This design comes from an exercise in tuning for small area and a short achievable clock period on the open sky130 flow, not from production work.
The RTL was checked by simulation tests, not by an equivalence proof against the original design.
Power is estimated from default activity; no workload was simulated.

--- config.mk ---
export PLATFORM = sky130hd
export DESIGN_NAME = DilatedCausal1DConv
export DESIGN_NICKNAME = DilatedCausal1DConv
export VERILOG_FILES = /design/flow/design.v
export SDC_FILE = /design/flow/constraint.sdc
export NUM_CORES = 4
export LEC_CHECK = 0
export CAP_MARGIN = 20
export CORE_MARGIN = 2
export CORE_UTILIZATION = 40
export SLEW_MARGIN = 20
export SYNTH_HIERARCHICAL = 1
--- constraint.sdc ---
create_clock -name core_clock -period 7.0 [get_ports {clk}]
set_input_delay 1.4000 -clock core_clock [delete_from_list [all_inputs] [get_ports {clk}]]
set_output_delay 1.4000 -clock core_clock [all_outputs]
set_load 0.01 [all_outputs]
--- design.v ---
module DilatedCausal1DConv (
    input clk,
    input reset,
    input wire [127:0] x,
    output wire [127:0] y,
    input h_write,
    input [7:0] h_index_channel,
    input [7:0] h_index_filter,
    input [7:0] h_value
);
    reg [39:0] xd [0:15];      
    reg [23:0] h [0:15];       
    reg [7:0] ys [0:15];       
    reg [15:0] sg;             
    reg [15:0] ir;             
    wire [7:0] s8 [0:15];
    wire [15:0] sg_n, ir_n;
    integer i;
    always @(posedge clk or posedge reset) begin
        if (reset) begin
            for (i = 0; i < 16; i = i + 1) xd[i] <= 40'd0;
        end else begin
            for (i = 0; i < 16; i = i + 1) xd[i] <= {xd[i][31:0], x[8*i +: 8]};
        end
    end
    wire wr_ok = h_write && (h_index_channel[7:4] == 4'd0);
    always @(posedge clk or posedge reset) begin
        if (reset) begin
            for (i = 0; i < 16; i = i + 1) h[i] <= {8'd3, 8'd2, 8'd1};
        end else begin
            for (i = 0; i < 16; i = i + 1) begin
                if (wr_ok && h_index_channel[3:0] == i && h_index_filter == 8'd0) h[i][7:0]   <= h_value;
                if (wr_ok && h_index_channel[3:0] == i && h_index_filter == 8'd1) h[i][15:8]  <= h_value;
                if (wr_ok && h_index_channel[3:0] == i && h_index_filter == 8'd2) h[i][23:16] <= h_value;
            end
        end
    end
    genvar c;
    generate
        for (c = 0; c < 16; c = c + 1) begin : ch
            dc_mac u_mac (
                .a0(xd[c][7:0]), .a1(xd[c][23:16]), .a2(xd[c][39:32]),
                .b0(h[c][7:0]), .b1(h[c][15:8]), .b2(h[c][23:16]),
                .s8(s8[c]), .sg(sg_n[c]), .ir(ir_n[c])
            );
            assign y[8*c +: 8] = ir[c] ? ys[c] : {sg[c], {7{~sg[c]}}};
        end
    endgenerate
    always @(posedge clk or posedge reset) begin
        if (reset) begin
            for (i = 0; i < 16; i = i + 1) ys[i] <= 8'd0;
            sg <= 16'd0;
            ir <= 16'hffff;
        end else begin
            for (i = 0; i < 16; i = i + 1) ys[i] <= s8[i];
            sg <= sg_n;
            ir <= ir_n;
        end
    end
endmodule
module dc_mac (
    input  [7:0] a0, a1, a2,
    input  [7:0] b0, b1, b2,
    output [7:0] s8,
    output sg,
    output ir
);
    wire p1 = ~(a0[0] & b0[0]);
    wire p2 = ~(a0[0] & b0[1]);
    wire p3 = ~(a0[0] & b0[2]);
    wire p4 = ~(a0[0] & b0[3]);
    wire p5 = ~(a0[0] & b0[4]);
    wire p6 = ~(a0[0] & b0[5]);
    wire p7 = ~(a0[0] & b0[6]);
    wire p8 = a0[0] & b0[7];
    wire p9 = ~(a0[1] & b0[0]);
    wire p10 = ~(a0[1] & b0[1]);
    wire p11 = ~(a0[1] & b0[2]);
    wire p12 = ~(a0[1] & b0[3]);
    wire p13 = ~(a0[1] & b0[4]);
    wire p14 = ~(a0[1] & b0[5]);
    wire p15 = ~(a0[1] & b0[6]);
    wire p16 = a0[1] & b0[7];
    wire p17 = ~(a0[2] & b0[0]);
    wire p18 = ~(a0[2] & b0[1]);
    wire p19 = ~(a0[2] & b0[2]);
    wire p20 = ~(a0[2] & b0[3]);
    wire p21 = ~(a0[2] & b0[4]);
    wire p22 = ~(a0[2] & b0[5]);
    wire p23 = ~(a0[2] & b0[6]);
    wire p24 = a0[2] & b0[7];
    wire p25 = ~(a0[3] & b0[0]);
    wire p26 = ~(a0[3] & b0[1]);
    wire p27 = ~(a0[3] & b0[2]);
    wire p28 = ~(a0[3] & b0[3]);
    wire p29 = ~(a0[3] & b0[4]);
    wire p30 = ~(a0[3] & b0[5]);
    wire p31 = ~(a0[3] & b0[6]);
    wire p32 = a0[3] & b0[7];
    wire p33 = ~(a0[4] & b0[0]);
    wire p34 = ~(a0[4] & b0[1]);
    wire p35 = ~(a0[4] & b0[2]);
    wire p36 = ~(a0[4] & b0[3]);
    wire p37 = ~(a0[4] & b0[4]);
    wire p38 = ~(a0[4] & b0[5]);
    wire p39 = ~(a0[4] & b0[6]);
    wire p40 = a0[4] & b0[7];
    wire p41 = ~(a0[5] & b0[0]);
    wire p42 = ~(a0[5] & b0[1]);
    wire p43 = ~(a0[5] & b0[2]);
    wire p44 = ~(a0[5] & b0[3]);
    wire p45 = ~(a0[5] & b0[4]);
    wire p46 = ~(a0[5] & b0[5]);
    wire p47 = ~(a0[5] & b0[6]);
    wire p48 = a0[5] & b0[7];
    wire p49 = ~(a0[6] & b0[0]);
    wire p50 = ~(a0[6] & b0[1]);
    wire p51 = ~(a0[6] & b0[2]);
    wire p52 = ~(a0[6] & b0[3]);
    wire p53 = ~(a0[6] & b0[4]);
    wire p54 = ~(a0[6] & b0[5]);
    wire p55 = ~(a0[6] & b0[6]);
    wire p56 = a0[6] & b0[7];
    wire p57 = a0[7] & b0[0];
    wire p58 = a0[7] & b0[1];
    wire p59 = a0[7] & b0[2];
    wire p60 = a0[7] & b0[3];
    wire p61 = a0[7] & b0[4];
    wire p62 = a0[7] & b0[5];
    wire p63 = a0[7] & b0[6];
    wire p64 = ~(a0[7] & b0[7]);
    wire p65 = ~(a1[0] & b1[0]);
    wire p66 = ~(a1[0] & b1[1]);
    wire p67 = ~(a1[0] & b1[2]);
    wire p68 = ~(a1[0] & b1[3]);
    wire p69 = ~(a1[0] & b1[4]);
    wire p70 = ~(a1[0] & b1[5]);
    wire p71 = ~(a1[0] & b1[6]);
    wire p72 = a1[0] & b1[7];
    wire p73 = ~(a1[1] & b1[0]);
    wire p74 = ~(a1[1] & b1[1]);
    wire p75 = ~(a1[1] & b1[2]);
    wire p76 = ~(a1[1] & b1[3]);
    wire p77 = ~(a1[1] & b1[4]);
    wire p78 = ~(a1[1] & b1[5]);
    wire p79 = ~(a1[1] & b1[6]);
    wire p80 = a1[1] & b1[7];
    wire p81 = ~(a1[2] & b1[0]);
    wire p82 = ~(a1[2] & b1[1]);
    wire p83 = ~(a1[2] & b1[2]);
    wire p84 = ~(a1[2] & b1[3]);
    wire p85 = ~(a1[2] & b1[4]);
    wire p86 = ~(a1[2] & b1[5]);
    wire p87 = ~(a1[2] & b1[6]);
    wire p88 = a1[2] & b1[7];
    wire p89 = ~(a1[3] & b1[0]);
    wire p90 = ~(a1[3] & b1[1]);
    wire p91 = ~(a1[3] & b1[2]);
    wire p92 = ~(a1[3] & b1[3]);
    wire p93 = ~(a1[3] & b1[4]);
    wire p94 = ~(a1[3] & b1[5]);
    wire p95 = ~(a1[3] & b1[6]);
    wire p96 = a1[3] & b1[7];
    wire p97 = ~(a1[4] & b1[0]);
    wire p98 = ~(a1[4] & b1[1]);
    wire p99 = ~(a1[4] & b1[2]);
    wire p100 = ~(a1[4] & b1[3]);
    wire p101 = ~(a1[4] & b1[4]);
    wire p102 = ~(a1[4] & b1[5]);
    wire p103 = ~(a1[4] & b1[6]);
    wire p104 = a1[4] & b1[7];
    wire p105 = ~(a1[5] & b1[0]);
    wire p106 = ~(a1[5] & b1[1]);
    wire p107 = ~(a1[5] & b1[2]);
    wire p108 = ~(a1[5] & b1[3]);
    wire p109 = ~(a1[5] & b1[4]);
    wire p110 = ~(a1[5] & b1[5]);
    wire p111 = ~(a1[5] & b1[6]);
    wire p112 = a1[5] & b1[7];
    wire p113 = ~(a1[6] & b1[0]);
    wire p114 = ~(a1[6] & b1[1]);
    wire p115 = ~(a1[6] & b1[2]);
    wire p116 = ~(a1[6] & b1[3]);
    wire p117 = ~(a1[6] & b1[4]);
    wire p118 = ~(a1[6] & b1[5]);
    wire p119 = ~(a1[6] & b1[6]);
    wire p120 = a1[6] & b1[7];
    wire p121 = a1[7] & b1[0];
    wire p122 = a1[7] & b1[1];
    wire p123 = a1[7] & b1[2];
    wire p124 = a1[7] & b1[3];
    wire p125 = a1[7] & b1[4];
    wire p126 = a1[7] & b1[5];
    wire p127 = a1[7] & b1[6];
    wire p128 = ~(a1[7] & b1[7]);
    wire p129 = ~(a2[0] & b2[0]);
    wire p130 = ~(a2[0] & b2[1]);
    wire p131 = ~(a2[0] & b2[2]);
    wire p132 = ~(a2[0] & b2[3]);
    wire p133 = ~(a2[0] & b2[4]);
    wire p134 = ~(a2[0] & b2[5]);
    wire p135 = ~(a2[0] & b2[6]);
    wire p136 = a2[0] & b2[7];
    wire p137 = ~(a2[1] & b2[0]);
    wire p138 = ~(a2[1] & b2[1]);
    wire p139 = ~(a2[1] & b2[2]);
    wire p140 = ~(a2[1] & b2[3]);
    wire p141 = ~(a2[1] & b2[4]);
    wire p142 = ~(a2[1] & b2[5]);
    wire p143 = ~(a2[1] & b2[6]);
    wire p144 = a2[1] & b2[7];
    wire p145 = ~(a2[2] & b2[0]);
    wire p146 = ~(a2[2] & b2[1]);
    wire p147 = ~(a2[2] & b2[2]);
    wire p148 = ~(a2[2] & b2[3]);
    wire p149 = ~(a2[2] & b2[4]);
    wire p150 = ~(a2[2] & b2[5]);
    wire p151 = ~(a2[2] & b2[6]);
    wire p152 = a2[2] & b2[7];
    wire p153 = ~(a2[3] & b2[0]);
    wire p154 = ~(a2[3] & b2[1]);
    wire p155 = ~(a2[3] & b2[2]);
    wire p156 = ~(a2[3] & b2[3]);
    wire p157 = ~(a2[3] & b2[4]);
    wire p158 = ~(a2[3] & b2[5]);
    wire p159 = ~(a2[3] & b2[6]);
    wire p160 = a2[3] & b2[7];
    wire p161 = ~(a2[4] & b2[0]);
    wire p162 = ~(a2[4] & b2[1]);
    wire p163 = ~(a2[4] & b2[2]);
    wire p164 = ~(a2[4] & b2[3]);
    wire p165 = ~(a2[4] & b2[4]);
    wire p166 = ~(a2[4] & b2[5]);
    wire p167 = ~(a2[4] & b2[6]);
    wire p168 = a2[4] & b2[7];
    wire p169 = ~(a2[5] & b2[0]);
    wire p170 = ~(a2[5] & b2[1]);
    wire p171 = ~(a2[5] & b2[2]);
    wire p172 = ~(a2[5] & b2[3]);
    wire p173 = ~(a2[5] & b2[4]);
    wire p174 = ~(a2[5] & b2[5]);
    wire p175 = ~(a2[5] & b2[6]);
    wire p176 = a2[5] & b2[7];
    wire p177 = ~(a2[6] & b2[0]);
    wire p178 = ~(a2[6] & b2[1]);
    wire p179 = ~(a2[6] & b2[2]);
    wire p180 = ~(a2[6] & b2[3]);
    wire p181 = ~(a2[6] & b2[4]);
    wire p182 = ~(a2[6] & b2[5]);
    wire p183 = ~(a2[6] & b2[6]);
    wire p184 = a2[6] & b2[7];
    wire p185 = a2[7] & b2[0];
    wire p186 = a2[7] & b2[1];
    wire p187 = a2[7] & b2[2];
    wire p188 = a2[7] & b2[3];
    wire p189 = a2[7] & b2[4];
    wire p190 = a2[7] & b2[5];
    wire p191 = a2[7] & b2[6];
    wire p192 = ~(a2[7] & b2[7]);
    wire s193, c194;
    dc_fa u194 (.a(p1), .b(p65), .c(1'b1), .s(s193), .co(c194));
    wire s195, c196;
    dc_fa u196 (.a(p2), .b(p9), .c(p66), .s(s195), .co(c196));
    wire s197, c198;
    dc_fa u198 (.a(p73), .b(p130), .c(p137), .s(s197), .co(c198));
    wire s199, c200;
    dc_fa u200 (.a(c194), .b(s195), .c(1'b1), .s(s199), .co(c200));
    wire s201, c202;
    dc_fa u202 (.a(p3), .b(p10), .c(p17), .s(s201), .co(c202));
    wire s203, c204;
    dc_fa u204 (.a(p67), .b(p74), .c(p81), .s(s203), .co(c204));
    wire s205, c206;
    dc_fa u206 (.a(p131), .b(p138), .c(p145), .s(s205), .co(c206));
    wire s207, c208;
    dc_fa u208 (.a(c196), .b(c198), .c(s201), .s(s207), .co(c208));
    wire s209, c210;
    dc_fa u210 (.a(s203), .b(s205), .c(c200), .s(s209), .co(c210));
    wire s211, c212;
    dc_fa u212 (.a(p4), .b(p11), .c(p18), .s(s211), .co(c212));
    wire s213, c214;
    dc_fa u214 (.a(p25), .b(p68), .c(p75), .s(s213), .co(c214));
    wire s215, c216;
    dc_fa u216 (.a(p82), .b(p89), .c(p132), .s(s215), .co(c216));
    wire s217, c218;
    dc_fa u218 (.a(p139), .b(p146), .c(p153), .s(s217), .co(c218));
    wire s219, c220;
    dc_fa u220 (.a(c202), .b(c204), .c(c206), .s(s219), .co(c220));
    wire s221, c222;
    dc_fa u222 (.a(s211), .b(s213), .c(s215), .s(s221), .co(c222));
    wire s223, c224;
    dc_fa u224 (.a(s217), .b(c208), .c(s219), .s(s223), .co(c224));
    wire s225, c226;
    dc_fa u226 (.a(s221), .b(c210), .c(1'b1), .s(s225), .co(c226));
    wire s227, c228;
    dc_fa u228 (.a(p5), .b(p12), .c(p19), .s(s227), .co(c228));
    wire s229, c230;
    dc_fa u230 (.a(p26), .b(p33), .c(p69), .s(s229), .co(c230));
    wire s231, c232;
    dc_fa u232 (.a(p76), .b(p83), .c(p90), .s(s231), .co(c232));
    wire s233, c234;
    dc_fa u234 (.a(p97), .b(p133), .c(p140), .s(s233), .co(c234));
    wire s235, c236;
    dc_fa u236 (.a(p147), .b(p154), .c(p161), .s(s235), .co(c236));
    wire s237, c238;
    dc_fa u238 (.a(c212), .b(c214), .c(c216), .s(s237), .co(c238));
    wire s239, c240;
    dc_fa u240 (.a(c218), .b(s227), .c(s229), .s(s239), .co(c240));
    wire s241, c242;
    dc_fa u242 (.a(s231), .b(s233), .c(s235), .s(s241), .co(c242));
    wire s243, c244;
    dc_fa u244 (.a(c220), .b(c222), .c(s237), .s(s243), .co(c244));
    wire s245, c246;
    dc_fa u246 (.a(s239), .b(s241), .c(c224), .s(s245), .co(c246));
    wire s247, c248;
    dc_fa u248 (.a(s243), .b(c226), .c(1'b1), .s(s247), .co(c248));
    wire s249, c250;
    dc_fa u250 (.a(p6), .b(p13), .c(p20), .s(s249), .co(c250));
    wire s251, c252;
    dc_fa u252 (.a(p27), .b(p34), .c(p41), .s(s251), .co(c252));
    wire s253, c254;
    dc_fa u254 (.a(p70), .b(p77), .c(p84), .s(s253), .co(c254));
    wire s255, c256;
    dc_fa u256 (.a(p91), .b(p98), .c(p105), .s(s255), .co(c256));
    wire s257, c258;
    dc_fa u258 (.a(p134), .b(p141), .c(p148), .s(s257), .co(c258));
    wire s259, c260;
    dc_fa u260 (.a(p155), .b(p162), .c(p169), .s(s259), .co(c260));
    wire s261, c262;
    dc_fa u262 (.a(c228), .b(c230), .c(c232), .s(s261), .co(c262));
    wire s263, c264;
    dc_fa u264 (.a(c234), .b(c236), .c(s249), .s(s263), .co(c264));
    wire s265, c266;
    dc_fa u266 (.a(s251), .b(s253), .c(s255), .s(s265), .co(c266));
    wire s267, c268;
    dc_fa u268 (.a(s257), .b(s259), .c(c238), .s(s267), .co(c268));
    wire s269, c270;
    dc_fa u270 (.a(c240), .b(c242), .c(s261), .s(s269), .co(c270));
    wire s271, c272;
    dc_fa u272 (.a(s263), .b(s265), .c(c244), .s(s271), .co(c272));
    wire s273, c274;
    dc_fa u274 (.a(s267), .b(s269), .c(c246), .s(s273), .co(c274));
    wire s275, c276;
    dc_fa u276 (.a(s271), .b(c248), .c(1'b1), .s(s275), .co(c276));
    wire s277, c278;
    dc_fa u278 (.a(p7), .b(p14), .c(p21), .s(s277), .co(c278));
    wire s279, c280;
    dc_fa u280 (.a(p28), .b(p35), .c(p42), .s(s279), .co(c280));
    wire s281, c282;
    dc_fa u282 (.a(p49), .b(p71), .c(p78), .s(s281), .co(c282));
    wire s283, c284;
    dc_fa u284 (.a(p85), .b(p92), .c(p99), .s(s283), .co(c284));
    wire s285, c286;
    dc_fa u286 (.a(p106), .b(p113), .c(p135), .s(s285), .co(c286));
    wire s287, c288;
    dc_fa u288 (.a(p142), .b(p149), .c(p156), .s(s287), .co(c288));
    wire s289, c290;
    dc_fa u290 (.a(p163), .b(p170), .c(p177), .s(s289), .co(c290));
    wire s291, c292;
    dc_fa u292 (.a(c250), .b(c252), .c(c254), .s(s291), .co(c292));
    wire s293, c294;
    dc_fa u294 (.a(c256), .b(c258), .c(c260), .s(s293), .co(c294));
    wire s295, c296;
    dc_fa u296 (.a(s277), .b(s279), .c(s281), .s(s295), .co(c296));
    wire s297, c298;
    dc_fa u298 (.a(s283), .b(s285), .c(s287), .s(s297), .co(c298));
    wire s299, c300;
    dc_fa u300 (.a(s289), .b(c262), .c(c264), .s(s299), .co(c300));
    wire s301, c302;
    dc_fa u302 (.a(c266), .b(s291), .c(s293), .s(s301), .co(c302));
    wire s303, c304;
    dc_fa u304 (.a(s295), .b(s297), .c(c268), .s(s303), .co(c304));
    wire s305, c306;
    dc_fa u306 (.a(c270), .b(s299), .c(s301), .s(s305), .co(c306));
    wire s307, c308;
    dc_fa u308 (.a(c272), .b(s303), .c(s305), .s(s307), .co(c308));
    wire s309, c310;
    dc_fa u310 (.a(c274), .b(s307), .c(1'b1), .s(s309), .co(c310));
    wire s311, c312;
    dc_fa u312 (.a(p8), .b(p15), .c(p22), .s(s311), .co(c312));
    wire s313, c314;
    dc_fa u314 (.a(p29), .b(p36), .c(p43), .s(s313), .co(c314));
    wire s315, c316;
    dc_fa u316 (.a(p50), .b(p57), .c(p72), .s(s315), .co(c316));
    wire s317, c318;
    dc_fa u318 (.a(p79), .b(p86), .c(p93), .s(s317), .co(c318));
    wire s319, c320;
    dc_fa u320 (.a(p100), .b(p107), .c(p114), .s(s319), .co(c320));
    wire s321, c322;
    dc_fa u322 (.a(p121), .b(p136), .c(p143), .s(s321), .co(c322));
    wire s323, c324;
    dc_fa u324 (.a(p150), .b(p157), .c(p164), .s(s323), .co(c324));
    wire s325, c326;
    dc_fa u326 (.a(p171), .b(p178), .c(p185), .s(s325), .co(c326));
    wire s327, c328;
    dc_fa u328 (.a(c278), .b(c280), .c(c282), .s(s327), .co(c328));
    wire s329, c330;
    dc_fa u330 (.a(c284), .b(c286), .c(c288), .s(s329), .co(c330));
    wire s331, c332;
    dc_fa u332 (.a(c290), .b(s311), .c(s313), .s(s331), .co(c332));
    wire s333, c334;
    dc_fa u334 (.a(s315), .b(s317), .c(s319), .s(s333), .co(c334));
    wire s335, c336;
    dc_fa u336 (.a(s321), .b(s323), .c(s325), .s(s335), .co(c336));
    wire s337, c338;
    dc_fa u338 (.a(c292), .b(c294), .c(c296), .s(s337), .co(c338));
    wire s339, c340;
    dc_fa u340 (.a(c298), .b(s327), .c(s329), .s(s339), .co(c340));
    wire s341, c342;
    dc_fa u342 (.a(s331), .b(s333), .c(s335), .s(s341), .co(c342));
    wire s343, c344;
    dc_fa u344 (.a(c300), .b(c302), .c(s337), .s(s343), .co(c344));
    wire s345, c346;
    dc_fa u346 (.a(s339), .b(s341), .c(c304), .s(s345), .co(c346));
    wire s347, c348;
    dc_fa u348 (.a(c306), .b(s343), .c(s345), .s(s347), .co(c348));
    wire s349, c350;
    dc_fa u350 (.a(c308), .b(s347), .c(1'b1), .s(s349), .co(c350));
    wire s351, c352;
    dc_ha u352 (.a(p16), .b(p23), .s(s351), .co(c352));
    wire s353, c354;
    dc_fa u354 (.a(p30), .b(p37), .c(p44), .s(s353), .co(c354));
    wire s355, c356;
    dc_fa u356 (.a(p51), .b(p58), .c(p80), .s(s355), .co(c356));
    wire s357, c358;
    dc_fa u358 (.a(p87), .b(p94), .c(p101), .s(s357), .co(c358));
    wire s359, c360;
    dc_fa u360 (.a(p108), .b(p115), .c(p122), .s(s359), .co(c360));
    wire s361, c362;
    dc_fa u362 (.a(p144), .b(p151), .c(p158), .s(s361), .co(c362));
    wire s363, c364;
    dc_fa u364 (.a(p165), .b(p172), .c(p179), .s(s363), .co(c364));
    wire s365, c366;
    dc_fa u366 (.a(p186), .b(s351), .c(c312), .s(s365), .co(c366));
    wire s367, c368;
    dc_fa u368 (.a(c314), .b(c316), .c(c318), .s(s367), .co(c368));
    wire s369, c370;
    dc_fa u370 (.a(c320), .b(c322), .c(c324), .s(s369), .co(c370));
    wire s371, c372;
    dc_fa u372 (.a(c326), .b(s353), .c(s355), .s(s371), .co(c372));
    wire s373, c374;
    dc_fa u374 (.a(s357), .b(s359), .c(s361), .s(s373), .co(c374));
    wire s375, c376;
    dc_fa u376 (.a(s363), .b(c328), .c(c330), .s(s375), .co(c376));
    wire s377, c378;
    dc_fa u378 (.a(c332), .b(c334), .c(c336), .s(s377), .co(c378));
    wire s379, c380;
    dc_fa u380 (.a(s365), .b(s367), .c(s369), .s(s379), .co(c380));
    wire s381, c382;
    dc_fa u382 (.a(s371), .b(s373), .c(c338), .s(s381), .co(c382));
    wire s383, c384;
    dc_fa u384 (.a(c340), .b(s375), .c(c342), .s(s383), .co(c384));
    wire s385, c386;
    dc_fa u386 (.a(s377), .b(s379), .c(c344), .s(s385), .co(c386));
    wire s387, c388;
    dc_fa u388 (.a(s381), .b(s383), .c(c346), .s(s387), .co(c388));
    wire s389, c390;
    dc_fa u390 (.a(s385), .b(c348), .c(s387), .s(s389), .co(c390));
    wire s391, c392;
    dc_ha u392 (.a(p24), .b(p31), .s(s391), .co(c392));
    wire s393, c394;
    dc_fa u394 (.a(p38), .b(p45), .c(p52), .s(s393), .co(c394));
    wire s395, c396;
    dc_fa u396 (.a(p59), .b(p88), .c(p95), .s(s395), .co(c396));
    wire s397, c398;
    dc_fa u398 (.a(p102), .b(p109), .c(p116), .s(s397), .co(c398));
    wire s399, c400;
    dc_fa u400 (.a(p123), .b(p152), .c(p159), .s(s399), .co(c400));
    wire s401, c402;
    dc_fa u402 (.a(p166), .b(p173), .c(p180), .s(s401), .co(c402));
    wire s403, c404;
    dc_fa u404 (.a(p187), .b(c352), .c(s391), .s(s403), .co(c404));
    wire s405, c406;
    dc_fa u406 (.a(c354), .b(c356), .c(c358), .s(s405), .co(c406));
    wire s407, c408;
    dc_fa u408 (.a(c360), .b(c362), .c(c364), .s(s407), .co(c408));
    wire s409, c410;
    dc_fa u410 (.a(s393), .b(s395), .c(s397), .s(s409), .co(c410));
    wire s411, c412;
    dc_fa u412 (.a(s399), .b(s401), .c(s403), .s(s411), .co(c412));
    wire s413, c414;
    dc_fa u414 (.a(c366), .b(c368), .c(c370), .s(s413), .co(c414));
    wire s415, c416;
    dc_fa u416 (.a(c372), .b(c374), .c(s405), .s(s415), .co(c416));
    wire s417, c418;
    dc_fa u418 (.a(s407), .b(s409), .c(c376), .s(s417), .co(c418));
    wire s419, c420;
    dc_fa u420 (.a(s411), .b(c378), .c(c380), .s(s419), .co(c420));
    wire s421, c422;
    dc_fa u422 (.a(s413), .b(s415), .c(c382), .s(s421), .co(c422));
    wire s423, c424;
    dc_fa u424 (.a(s417), .b(c384), .c(s419), .s(s423), .co(c424));
    wire s425, c426;
    dc_fa u426 (.a(c386), .b(s421), .c(s423), .s(s425), .co(c426));
    wire s427, c428;
    dc_fa u428 (.a(c388), .b(s425), .c(1'b1), .s(s427), .co(c428));
    wire s429, c430;
    dc_fa u430 (.a(p32), .b(p39), .c(p46), .s(s429), .co(c430));
    wire s431, c432;
    dc_fa u432 (.a(p53), .b(p60), .c(p96), .s(s431), .co(c432));
    wire s433, c434;
    dc_fa u434 (.a(p103), .b(p110), .c(p117), .s(s433), .co(c434));
    wire s435, c436;
    dc_fa u436 (.a(p124), .b(p160), .c(p167), .s(s435), .co(c436));
    wire s437, c438;
    dc_fa u438 (.a(p174), .b(p181), .c(p188), .s(s437), .co(c438));
    wire s439, c440;
    dc_fa u440 (.a(c392), .b(c394), .c(c396), .s(s439), .co(c440));
    wire s441, c442;
    dc_fa u442 (.a(c398), .b(c400), .c(c402), .s(s441), .co(c442));
    wire s443, c444;
    dc_fa u444 (.a(s429), .b(s431), .c(s433), .s(s443), .co(c444));
    wire s445, c446;
    dc_fa u446 (.a(s435), .b(s437), .c(c404), .s(s445), .co(c446));
    wire s447, c448;
    dc_fa u448 (.a(c406), .b(c408), .c(c410), .s(s447), .co(c448));
    wire s449, c450;
    dc_fa u450 (.a(s439), .b(s441), .c(s443), .s(s449), .co(c450));
    wire s451, c452;
    dc_fa u452 (.a(c412), .b(s445), .c(c414), .s(s451), .co(c452));
    wire s453, c454;
    dc_fa u454 (.a(c416), .b(s447), .c(s449), .s(s453), .co(c454));
    wire s455, c456;
    dc_fa u456 (.a(c418), .b(c420), .c(s451), .s(s455), .co(c456));
    wire s457, c458;
    dc_fa u458 (.a(s453), .b(c422), .c(c424), .s(s457), .co(c458));
    wire s459, c460;
    dc_fa u460 (.a(s455), .b(c426), .c(s457), .s(s459), .co(c460));
    wire s461, c462;
    dc_fa u462 (.a(p40), .b(p47), .c(p54), .s(s461), .co(c462));
    wire s463, c464;
    dc_fa u464 (.a(p61), .b(p104), .c(p111), .s(s463), .co(c464));
    wire s465, c466;
    dc_fa u466 (.a(p118), .b(p125), .c(p168), .s(s465), .co(c466));
    wire s467, c468;
    dc_fa u468 (.a(p175), .b(p182), .c(p189), .s(s467), .co(c468));
    wire s469, c470;
    dc_fa u470 (.a(c430), .b(c432), .c(c434), .s(s469), .co(c470));
    wire s471, c472;
    dc_fa u472 (.a(c436), .b(c438), .c(s461), .s(s471), .co(c472));
    wire s473, c474;
    dc_fa u474 (.a(s463), .b(s465), .c(s467), .s(s473), .co(c474));
    wire s475, c476;
    dc_fa u476 (.a(c440), .b(c442), .c(c444), .s(s475), .co(c476));
    wire s477, c478;
    dc_fa u478 (.a(s469), .b(s471), .c(s473), .s(s477), .co(c478));
    wire s479, c480;
    dc_fa u480 (.a(c446), .b(c448), .c(c450), .s(s479), .co(c480));
    wire s481, c482;
    dc_fa u482 (.a(s475), .b(s477), .c(c452), .s(s481), .co(c482));
    wire s483, c484;
    dc_fa u484 (.a(c454), .b(s479), .c(s481), .s(s483), .co(c484));
    wire s485, c486;
    dc_fa u486 (.a(c456), .b(c458), .c(s483), .s(s485), .co(c486));
    wire s487, c488;
    dc_fa u488 (.a(p48), .b(p55), .c(p62), .s(s487), .co(c488));
    wire s489, c490;
    dc_fa u490 (.a(p112), .b(p119), .c(p126), .s(s489), .co(c490));
    wire s491, c492;
    dc_fa u492 (.a(p176), .b(p183), .c(p190), .s(s491), .co(c492));
    wire s493, c494;
    dc_fa u494 (.a(c462), .b(c464), .c(c466), .s(s493), .co(c494));
    wire s495, c496;
    dc_fa u496 (.a(c468), .b(s487), .c(s489), .s(s495), .co(c496));
    wire s497, c498;
    dc_fa u498 (.a(s491), .b(c470), .c(c472), .s(s497), .co(c498));
    wire s499, c500;
    dc_fa u500 (.a(c474), .b(s493), .c(s495), .s(s499), .co(c500));
    wire s501, c502;
    dc_fa u502 (.a(c476), .b(c478), .c(s497), .s(s501), .co(c502));
    wire s503, c504;
    dc_fa u504 (.a(s499), .b(c480), .c(s501), .s(s503), .co(c504));
    wire s505, c506;
    dc_fa u506 (.a(c482), .b(s503), .c(c484), .s(s505), .co(c506));
    wire s507, c508;
    dc_fa u508 (.a(p56), .b(p63), .c(p120), .s(s507), .co(c508));
    wire s509, c510;
    dc_fa u510 (.a(p127), .b(p184), .c(p191), .s(s509), .co(c510));
    wire s511, c512;
    dc_fa u512 (.a(c488), .b(c490), .c(c492), .s(s511), .co(c512));
    wire s513, c514;
    dc_fa u514 (.a(s507), .b(s509), .c(c494), .s(s513), .co(c514));
    wire s515, c516;
    dc_fa u516 (.a(c496), .b(s511), .c(c498), .s(s515), .co(c516));
    wire s517, c518;
    dc_fa u518 (.a(s513), .b(c500), .c(c502), .s(s517), .co(c518));
    wire s519, c520;
    dc_fa u520 (.a(s515), .b(c504), .c(s517), .s(s519), .co(c520));
    wire s521, c522;
    dc_fa u522 (.a(p64), .b(p128), .c(p192), .s(s521), .co(c522));
    wire s523, c524;
    dc_fa u524 (.a(c508), .b(c510), .c(s521), .s(s523), .co(c524));
    wire s525, c526;
    dc_fa u526 (.a(c512), .b(s523), .c(c514), .s(s525), .co(c526));
    wire s527, c528;
    dc_fa u528 (.a(c516), .b(s525), .c(c518), .s(s527), .co(c528));
    wire s529 = ~c522;
    wire s530 = ~(s529 ^ c524);
    wire s531 = ~(s530 ^ c526);
    wire [15:0] ra = {~c528, ~c520, ~c506, ~c486, ~c460, ~c428, ~c390, ~c350, ~c310, ~c276, ~s273, ~s245, ~s223, ~s207, ~s197, ~p129};
    wire [15:0] rb = {~s531, ~s527, ~s519, ~s505, ~s485, ~s459, ~s427, ~s389, ~s349, ~s309, ~s275, ~s247, ~s225, ~s209, ~s199, ~s193};
    wire [15:0] g = ra & rb;
    wire [15:0] p = ra ^ rb;
    wire [15:0] t = ra | rb;
    wire [7:0] cy;
    assign cy[0] = 1'b0;
    assign cy[1] = (g[0]);
    assign cy[2] = (g[1]) | (g[0] & p[1]);
    assign cy[3] = (g[2]) | (g[1] & p[2]) | (g[0] & p[1] & p[2]);
    assign cy[4] = (g[3]) | (g[2] & p[3]) | (g[1] & p[2] & p[3]) | (g[0] & p[1] & p[2] & p[3]);
    assign cy[5] = (g[4]) | (g[3] & p[4]) | (g[2] & p[3] & p[4]) | (g[1] & p[2] & p[3] & p[4]) | (g[0] & p[1] & p[2] & p[3] & p[4]);
    assign cy[6] = (g[5]) | (g[4] & p[5]) | (g[3] & p[4] & p[5]) | (g[2] & p[3] & p[4] & p[5]) | (g[1] & p[2] & p[3] & p[4] & p[5]) | (g[0] & p[1] & p[2] & p[3] & p[4] & p[5]);
    assign cy[7] = (g[6]) | (g[5] & p[6]) | (g[4] & p[5] & p[6]) | (g[3] & p[4] & p[5] & p[6]) | (g[2] & p[3] & p[4] & p[5] & p[6]) | (g[1] & p[2] & p[3] & p[4] & p[5] & p[6]) | (g[0] & p[1] & p[2] & p[3] & p[4] & p[5] & p[6]);
    assign s8 = p[7:0] ^ cy[7:0];
    wire gh = (g[14]) | (g[13] & p[14]) | (g[12] & p[13] & p[14]) | (g[11] & p[12] & p[13] & p[14]) | (g[10] & p[11] & p[12] & p[13] & p[14]) | (g[9] & p[10] & p[11] & p[12] & p[13] & p[14]) | (g[8] & p[9] & p[10] & p[11] & p[12] & p[13] & p[14]) | (g[7] & p[8] & p[9] & p[10] & p[11] & p[12] & p[13] & p[14]);
    wire ph = &p[14:7];
    assign sg = p[15] ^ (gh | (ph & cy[7]));
    wire e0 = (p[7] ~^ 1'b0) & (p[8] ~^ t[7]) & (p[9] ~^ t[8]) & (p[10] ~^ t[9]) & (p[11] ~^ t[10]) & (p[12] ~^ t[11]) & (p[13] ~^ t[12]) & (p[14] ~^ t[13]) & (p[15] ~^ t[14]);
    wire e1 = &p[15:7];
    wire e2 = (p[7] ~^ 1'b0) & (p[8] ^ t[7]) & (p[9] ^ g[8]) & (p[10] ^ g[9]) & (p[11] ^ g[10]) & (p[12] ^ g[11]) & (p[13] ^ g[12]) & (p[14] ^ g[13]) & (p[15] ^ g[14]);
    assign ir = cy[7] ? (e1 | e2) : (e0 | e1);
endmodule
module dc_fa (input a, input b, input c, output s, output co);
    assign s = a ^ b ^ c;
    assign co = (a & b) | (a & c) | (b & c);
endmodule
module dc_hn (input a, input b, output s, output co);
    assign s = ~(a ^ b);
    assign co = a | b;
endmodule
module dc_ha (input a, input b, output s, output co);
    assign s = a ^ b;
    assign co = a & b;
endmodule
--- run.sh ---
#!/bin/bash
# synth_recipe.tcl (not shown) runs the flow's synth.tcl, then flattens the netlist and writes it again
# the make line also repeats each setting of config.mk as NAME=value (left out here)
make -C /OpenROAD-flow-scripts/flow DESIGN_CONFIG=/design/flow/config.mk WORK_HOME=/design/flow/orfs CLKGATE_MAP_FILE= SYNTH_SCRIPT=/design/flow/synth_recipe.tcl finish
==> flow_metrics.tcl <==
set metrics [dict create \
    status "finished clean" \
    initial_core_util 0.402 \
    hold_viol 0 \
    netSwitchingFraction 0.261 \
    drv_cap 0 \
    die_h_um 548 \
    vias 73800 \
    worstReg2RegEnd "sg[7]$_DFF_PP0_" \
    gp_congestion 0.957 \
    finalSetupViolations 0 \
    gr-usage-met3 0.0299 \
    timing.rr.start "xd[7][0]$_DFF_PP0_" \
    combPwrFrac 0.064 \
    synth_cell_type_count 46 \
    first_global_vias 85400 \
    die_w_um 548 \
    required_ns 7.73 \
    fin_nets 13300 \
    powerDensity_nw_per_um2 129 \
    tightest_slew_ns 1.02 \
    fin_crit_ns 5.82 \
    path_max_fanout 9 \
    top_usage_layer "met2" \
    maxSlewViolCount 0 \
    yosys_warnings 13 \
    insertion_delay_ns 0.84 \
    power_frac_seq 0.447 \
    fp.coreArea_um2 294000 \
    grt.overflow.total 0 \
    drive_gt1_frac 0.0811 \
    root_buffer "clkbuf_16" \
    r2r.worst_path.cells 16 \
    setup_slack_ns 1.18 \
    maxSlewHeadroom 0.314 \
    clock_path_buffers 4 \
    grt_pass1_wl_mm 521 \
    syn_avg_cell_area_um2 12.1 \
    synth-seq-cells 1184 \
    syn_inst 9760 \
    wl_per_cell_um 23.5 \
    placed_cell_area_um2 125000 \
    syn_area_um2 118000 \
    p_int_mw 12.4 \
    io_pins 283 \
    finalCritPeriodShare 0.832 \
    p_leak_nw 45.5 \
    antenna_found_initial 30 \
    drtAntennaViolNets 0 \
    async_flop_share 1.00 \
    numClockSinks 1184 \
    die_area_um2 300000 \
    cts_resized 0 \
    switching_power_mw 4.39 \
    pre_cts_ws_ns 1.19 \
    fmax_mhz 172 \
    ys.flop_type "dfrtp_1" \
    cts_buffers 152 \
    drc 0 \
    area_growth_pct 10.5 \
    power_mw 16.8 \
    tns_ns 0 \
    ir_drop_v 0.000163 \
    grt_max_degree 149 \
    vias_per_cell 5.25 \
    min_from "xd[13][27]$_DFF_PP0_" \
    drt_pass1_iterations 6 \
    multi_input_area_um2 85700 \
    path_class "flop to flop" \
    hp-class "flop to flop" \
    use_met2 0.380 \
    grt_usage 0.228 \
    skew_ns 0.0486 \
    crit_path_end_kind "flop" \
    regArea_um2 29700 \
    drtIter0Drc 5078 \
    ff2ff_setup_slack_ns 1.18 \
    cts_hold_buf 0 \
    rsz0062_at_grt "false" \
    grt_use_met1 0.302 \
    clkTransAtPathRegs_ns 0.06 \
    ys_seq_area_frac 0.251 \
    synth_enable_flop_cells 0 \
    place_hpwl_mm 262 \
    critPathArrivalTime_ns 6.56 \
    cts_tree "done" \
    crit_path_start_kind "flop" \
    whs_endpoint "xd[13][35]$_DFF_PP0_" \
    io_buffer_count 282 \
    fin_area_um2 131000 \
    final_core_util 0.444 \
    rows 199 \
    cts_setup_buffers 0 \
    fillCellCount 27000 \
    wl_mm 330 \
    htreeDepth 4 \
    clkPwrFrac 0.489 \
    holdPathStages 0 \
]
## state kept, by name, indices dropped and copies added (netlist names)
signal and count:
h 384, ir 16, sg 16, xd 640
ys 128
## cells in the mapped netlist, types with 2 or more instances
cell | instances | share of area
nand2_1 | 2460 | 0.078
nor3_1 | 19 | 0.00080
fa_1 | 2688 | 0.46
mux2_2 | 392 | 0.037
conb_1 | 16 | 0.00051
o21a_1 | 48 | 0.0030
clkbuf_1 | 339 | 0.011
nand2b_1 | 5 | 0.00026
inv_1 | 513 | 0.016
buf_2 | 6 | 0.00025
a311oi_2 | 16 | 0.0020
o221ai_1 | 16 | 0.0012
nand3_1 | 36 | 0.0015
and2_1 | 688 | 0.036
xor2_1 | 64 | 0.0047
a31oi_1 | 32 | 0.0017
o211ai_1 | 32 | 0.0020
nor2b_1 | 40 | 0.0021
nor2_2 | 14 | 0.00074
a21o_1 | 112 | 0.0071
mux2_4 | 8 | 0.0010
xnor2_2 | 16 | 0.0022
a311o_1 | 16 | 0.0014
xnor2_1 | 208 | 0.015
a21boi_1 | 16 | 0.0010
buf_6 | 2 | 0.00019
and4_1 | 6 | 0.00044
a21oi_1 | 64 | 0.0027
dfrtp_1 | 1104 | 0.23
ha_1 | 496 | 0.052
dfstp_2 | 80 | 0.018
or4_1 | 2 | 0.00013
nor4bb_1 | 16 | 0.0014
nor2_1 | 84 | 0.0027
nor4_1 | 33 | 0.0017
nand4_1 | 33 | 0.0017
and3_1 | 16 | 0.00085
o21ai_1 | 16 | 0.00068
## how the worst max path moves through the flow
stage	to	from	cells after the start	slack (ns)
6_report	sg[7]$_DFF_PP0_	xd[7][0]$_DFF_PP0_	16	1.18
5_1_grt	sg[11]$_DFF_PP0_	xd[11][3]$_DFF_PP0_	16	0.93
4_1_cts	sg[12]$_DFF_PP0_	h[12][9]$_DFFE_PP1P_	16	1.19
3_5_place_dp	sg[7]$_DFF_PP0_	xd[7][0]$_DFF_PP0_	16	1.19
3_3_place_gp	sg[14]$_DFF_PP0_	h[14][0]$_DFFE_PP1P_	16	1.20
2_1_floorplan	h[0][10]$_DFFE_PP0P_	reset	1	-10.69
## kinds of logic (layout without fill, tap and decap cells)
group / count (synthesis) / count (layout) / synth area share
AO/OA/AOI/OAI: 368 / 368 / 0.0229
XOR/XNOR: 288 / 288 / 0.0223
adder cells (fa/ha/maj): 3184 / 3184 / 0.507
buffers and inverters: 860 / 1111 / 0.0275
flip-flops: 1184 / 1184 / 0.251
multiplexers: 400 / 400 / 0.0383
other: 16 / 142 / 0.000508
AND/OR/NAND/NOR: 3460 / 3460 / 0.130
## cell type report
cell class,instances,area share
clock buffers,207,0.0324
well taps,3919,0.0375
flip-flops and latches,1184,0.227
diodes,14,0.000268
multi-input cells,7828,0.656
repair buffers,322,0.0245
inverters,513,0.0148
clock inverters,69,0.00730
## per-module statistics from Yosys, one instance, submodules excluded
module	area (µm²)	times used	cells	flops+latches
DilatedCausal1DConv	36000	1	1872	1184
dc_ha	12.5	32	1	0
dc_mac	1790	16	325	0
dc_fa	20.0	2656	1	0
## stage by stage
step / std cells / hold slack (ns)
3_3_place_gp: 13800 / 0.331
2_1_floorplan: 9872 / 0.331
4_1_cts: 14000 / 0.310
3_5_place_dp: 13800 / 0.335
6_report: 14100 / 0.317
5_1_grt: 14100 / 0.329
## worst max-delay path, stage by stage, from the launching register on
cell and delay, ns:
dfrtp_1 0.55, and2_1 0.27, fa_1 0.59, fa_1 0.47, fa_1 0.45, fa_1 0.41
fa_1 0.58, fa_1 0.46, fa_1 0.55, inv_1 0.05, ha_1 0.33, ha_1 0.21
a31oi_1 0.15, o221ai_1 0.14, nor2b_1 0.16, a311oi_2 0.21, xnor2_1 0.17
## layout by cell type, fill, tap and decap left out, types with 128 or more instances in the layout
cell / netlist / routed
inv_1: 513 / 512
dfrtp_1: 1104 / 1104
conb_1: 16 / 128
mux2_2: 392 / 392
xnor2_1: 208 / 208
clkbuf_16: 0 / 154
and2_1: 688 / 688
ha_1: 496 / 496
fa_1: 2688 / 2688
clkdlybuf4s50_1: 0 / 274
nand2_1: 2460 / 2460
## power by group through the flow
stage	clock network [mW]	registers (mW)	logic [mW]
final	8.22	7.52	1.08
after global routing	8.76	7.54	1.20
after CTS	8.50	7.50	1.10
after detailed placement	0	7.62	1.10
after global placement	0	7.62	1.08
after floorplan	0	7.39	0.611
## routing by layer
metal | share of wire | up-vias
met5 | 0.00012 | -
met4 | 0.045 | 6
met3 | 0.056 | 679
met2 | 0.49 | 2567
met1 | 0.41 | 39900
li1 | - | 30600

-- what the ideal ports hide --
The flow's constraints put no driver on any port. The routed layout listed below was extracted and timed again, unchanged, in two steps.
Step 1 (the two cells are an assumption about what drives the block):
set clk [get_ports {clk}]
set_driving_cell -lib_cell sky130_fd_sc_hd__clkbuf_16 $clk
set_driving_cell -lib_cell sky130_fd_sc_hd__buf_2 [delete_from_list [all_inputs] $clk]
Step 2, shift: input delay + t, output delay - t, t = (earliest + latest rising clock arrival at the registers) / 2. This alone moves slack from input paths to output paths.
Slacks: no drivers / after step 1 / after step 2; pairs: no drivers / after step 1.
t (ns): 0.920
setup slack, ns: 1.176 / 1.176 / 1.176
slew at the worst register clock pin (ns): 0.07 / 0.07
After both steps setup and hold are still met in this run. For this run, drivers alone change the setup slack by 0.000 ns; drivers and shift together by 0.000 ns.
